Context: an optimization exercise on an open-source flow, tuned for small area, a short achievable clock period and few clock cycles. The choices shown serve that exercise and are no tape-out recipe.
Function was checked by simulation only, so behaviour that the tests miss may differ from the original.
Power is estimated from default activity; no workload was simulated.

Design neural, start of the top module:
module neural(input  logic clk, reset, run_inference,
              output logic ready,
              output logic [9:0] RAM_address,
              output logic [7:0] RAM_wd,
              output logic RAM_we,
              input  logic [7:0] RAM_rd);
export LEC_CHECK = 0
export CAP_MARGIN = 20
export CORE_MARGIN = 2
export CORE_UTILIZATION = 40
export CTS_BUF_LIST = sky130_fd_sc_hd__clkbuf_16
export CTS_CLUSTER_DIAMETER = 100
export CTS_CLUSTER_SIZE = 30
export SLEW_MARGIN = 20
create_clock -name core_clock -period 20.0 [get_ports {clk}]
standard.sh (not shown) runs the stock make flow with config.mk's settings and CLKGATE_MAP_FILE= SYNTH_SCRIPT=/design/flow/synth_recipe.tcl, a recipe that flattens the netlist after the stock synthesis.
==> flow/flow/run.sh <==
#!/bin/bash
# The standard layout, with faster port buffers than buffer_ports picks by default
# and a two-level clock tree (root buffer, then leaf buffers).
set -euo pipefail
export BUFFER_PORTS_ARGS="-buffer_cell sky130_fd_sc_hd__buf_4"
export CTS_ARGS="-sink_clustering_enable -repair_clock_nets -sink_clustering_size 30 -sink_clustering_max_diameter 100 -buf_list sky130_fd_sc_hd__clkbuf_16 -sink_clustering_levels 1"
bash standard.sh > make_finish.log 2>&1
Testbench counts at the start, summed over its fixed seeds: cycles 33,160.
Rerun with:
==> flow/flow/run.sh (replaced) <==
#!/bin/bash
# The standard layout, with faster port buffers than buffer_ports picks by default.
set -euo pipefail
export BUFFER_PORTS_ARGS="-buffer_cell sky130_fd_sc_hd__buf_4"
bash standard.sh > make_finish.log 2>&1
- CORE_UTILIZATION: 40 -> 70
- CTS_CLUSTER_DIAMETER: 100 -> 60
=>
- global-route usage came out higher by 15 points
- critical path depth does not change
- final cell count came out lower by 10%
- wire length fell by 3.0%
- die area came out lower by 42%
Rerun with:
- CORE_UTILIZATION: 70 -> 50
- CTS_CLUSTER_DIAMETER: 60 -> 100
Count of clock-buffer cells in the layout decreases by 15.
Die area increases by about 40%.
Power decreases by 6.5%.
Synthesized area is unchanged.
Sequential power is about the same.
Clock skew increases by 0.011 ns.
Setup slack loses 0.071 ns.
First-iteration DRC count decreases by about 20%.
Wire length increases by 5.1%.
Maximum frequency decreases by 1.4%.
Sequential share of layout area increases by 0.79 points.
Rerun with:
- CORE_UTILIZATION: 50 -> 40
- CTS_BUF_LIST: sky130_fd_sc_hd__clkbuf_16 -> sky130_fd_sc_hd__clkbuf_8
- CTS_CLUSTER_DIAMETER: 100 -> 60
- CTS_CLUSTER_SIZE: 30 -> 16
Sequential share of layout area drops by 0.82 points. Worst setup slack gets worse by 0.093 ns. Clock skew climbs by 0.020 ns. Power climbs by 1.3%. Design area climbs by 1.7%. Critical path depth is unchanged. Non-clock buffer count drops by 7. Count of clock-buffer cells in the layout climbs by 22.

* * *

Starting RTL as in the previous note.
Settings: LEC_CHECK=0, CAP_MARGIN=20, CORE_MARGIN=2, CORE_UTILIZATION=40, CTS_BUF_LIST=sky130_fd_sc_hd__clkbuf_16, CTS_CLUSTER_DIAMETER=80, CTS_CLUSTER_SIZE=24, SLEW_MARGIN=20; clock period 20.0 ns.
==> flow/flow/run.sh <==
#!/bin/bash
# The standard layout, with faster port buffers than buffer_ports picks by default.
set -euo pipefail
export BUFFER_PORTS_ARGS="-buffer_cell sky130_fd_sc_hd__buf_4"
bash standard.sh > make_finish.log 2>&1
The baseline completed with no timing, DRC or antenna violations.
Testbench counts at the start, summed over its fixed seeds: cycles 33,160.
==> next run, changes <==
==> flow/flow/run.sh (replaced) <==
#!/bin/bash
# The standard layout, with faster port buffers than buffer_ports picks by default
# and a clock tree without buffers along its trunk (root buffer, then leaf buffers).
set -euo pipefail
export BUFFER_PORTS_ARGS="-buffer_cell sky130_fd_sc_hd__buf_4"
export CTS_ARGS="-sink_clustering_enable -repair_clock_nets -sink_clustering_size 30 -sink_clustering_max_diameter 100 -buf_list sky130_fd_sc_hd__clkbuf_16 -distance_between_buffers 1000 -branching_point_buffers_distance 1000"
bash standard.sh > make_finish.log 2>&1
--- a/flow/config.mk
+++ b/flow/config.mk
@@ -12,2 +12,2 @@
-export CTS_CLUSTER_DIAMETER = 80
-export CTS_CLUSTER_SIZE = 24
+export CTS_CLUSTER_DIAMETER = 100
+export CTS_CLUSTER_SIZE = 30
Result: Area after synthesis stays the same. Power went down by 2.5%. Setup slack gets better by 0.027 ns. Synthesized cell count does not change. Cell count shrinks by 0.42%. Wire length decreases by 0.58%.
==> next run, changes <==
==> flow/flow/run.sh (replaced) <==
#!/bin/bash
# The standard layout, with faster port buffers than buffer_ports picks by default.
set -euo pipefail
export BUFFER_PORTS_ARGS="-buffer_cell sky130_fd_sc_hd__buf_4"
bash standard.sh > make_finish.log 2>&1
--- a/flow/config.mk
+++ b/flow/config.mk
@@ -10 +10 @@
-export CORE_UTILIZATION = 40
+export CORE_UTILIZATION = 70
@@ -12,2 +12,2 @@
-export CTS_CLUSTER_DIAMETER = 100
-export CTS_CLUSTER_SIZE = 30
+export CTS_CLUSTER_DIAMETER = 50
+export CTS_CLUSTER_SIZE = 40
After rerunning: Flip-flop and latch count stays the same; design area went up by about 1.3%; area after synthesis does not change; total power climbs by about 9%; hold slack gets worse by 0.0080 ns; register-to-register slack loses 0.07 ns; setup slack improves by 0.042 ns; clock skew is about the same; clock power climbs by about 56%.

* * *

neural again, from the RTL that the note above started with.
Settings: LEC_CHECK=0, CAP_MARGIN=20, CORE_MARGIN=2, CORE_UTILIZATION=40, CTS_BUF_LIST=sky130_fd_sc_hd__clkbuf_16, CTS_CLUSTER_DIAMETER=100, CTS_CLUSTER_SIZE=30, SLEW_MARGIN=20; clock period 20.0 ns.
==> flow/flow/run.sh <==
#!/bin/bash
# The standard layout, with faster port buffers than buffer_ports picks by default.
set -euo pipefail
export BUFFER_PORTS_ARGS="-buffer_cell sky130_fd_sc_hd__buf_4"
bash standard.sh > make_finish.log 2>&1
Testbench counts at the start, summed over its fixed seeds: cycles 33,160.
Edit:
--- a/flow/config.mk
+++ b/flow/config.mk
@@ -13,0 +14 @@
+export GPL_TIMING_DRIVEN = 0
The changed run finished clean.
Sequential power shrinks by about 4%.
Count of clock-buffer cells in the layout grows by 4.
Flip-flop and latch count is unchanged.
Total power grows by 4.4%.
Worst setup slack loses 0.16 ns.

-- afterwards: timing with drivers on the ports --
The results above use ideal ports. As a check the final layouts listed here were re-extracted and re-timed, cells and wires unchanged.
Step 1: set_driving_cell puts a clkbuf_16 on clk and a buf_2 on each other input, an assumption about the parent block.
Step 2, shift: input delay + t, output delay - t, t = (earliest + latest rising clock arrival at the registers) / 2. This alone moves slack from input paths to output paths.
Slacks: ideal / step 1 / step 2; pairs: ideal / step 1.
run | t (ns) | slack for setup (ns) | cell pins on the clock port's net
the first run of note 1 | 0.623 | 14.847 / 14.788 / 14.445 | 1
the second run of note 1 | 0.592 | 14.905 / 14.851 / 14.432 | 1
the third run of note 1 | 0.627 | 14.834 / 14.775 / 14.263 | 1
the fourth run of note 1 | 0.692 | 14.741 / 14.688 / 14.509 | 1
the first run of note 2 | 0.653 | 14.820 / 14.760 / 14.483 | 1
the second run of note 2 | 0.623 | 14.847 / 14.788 / 14.445 | 1
the third run of note 2 | 0.600 | 14.888 / 14.830 / 14.441 | 1
the first run of note 3 | 0.623 | 14.847 / 14.788 / 14.445 | 1
the second run of note 3 | 0.641 | 14.685 / 14.723 / 14.082 | 1
After both steps every run listed still meets setup and hold. For the second run of note 3, which loses most, drivers alone change the setup slack by +0.038 ns; drivers and shift together by -0.603 ns.
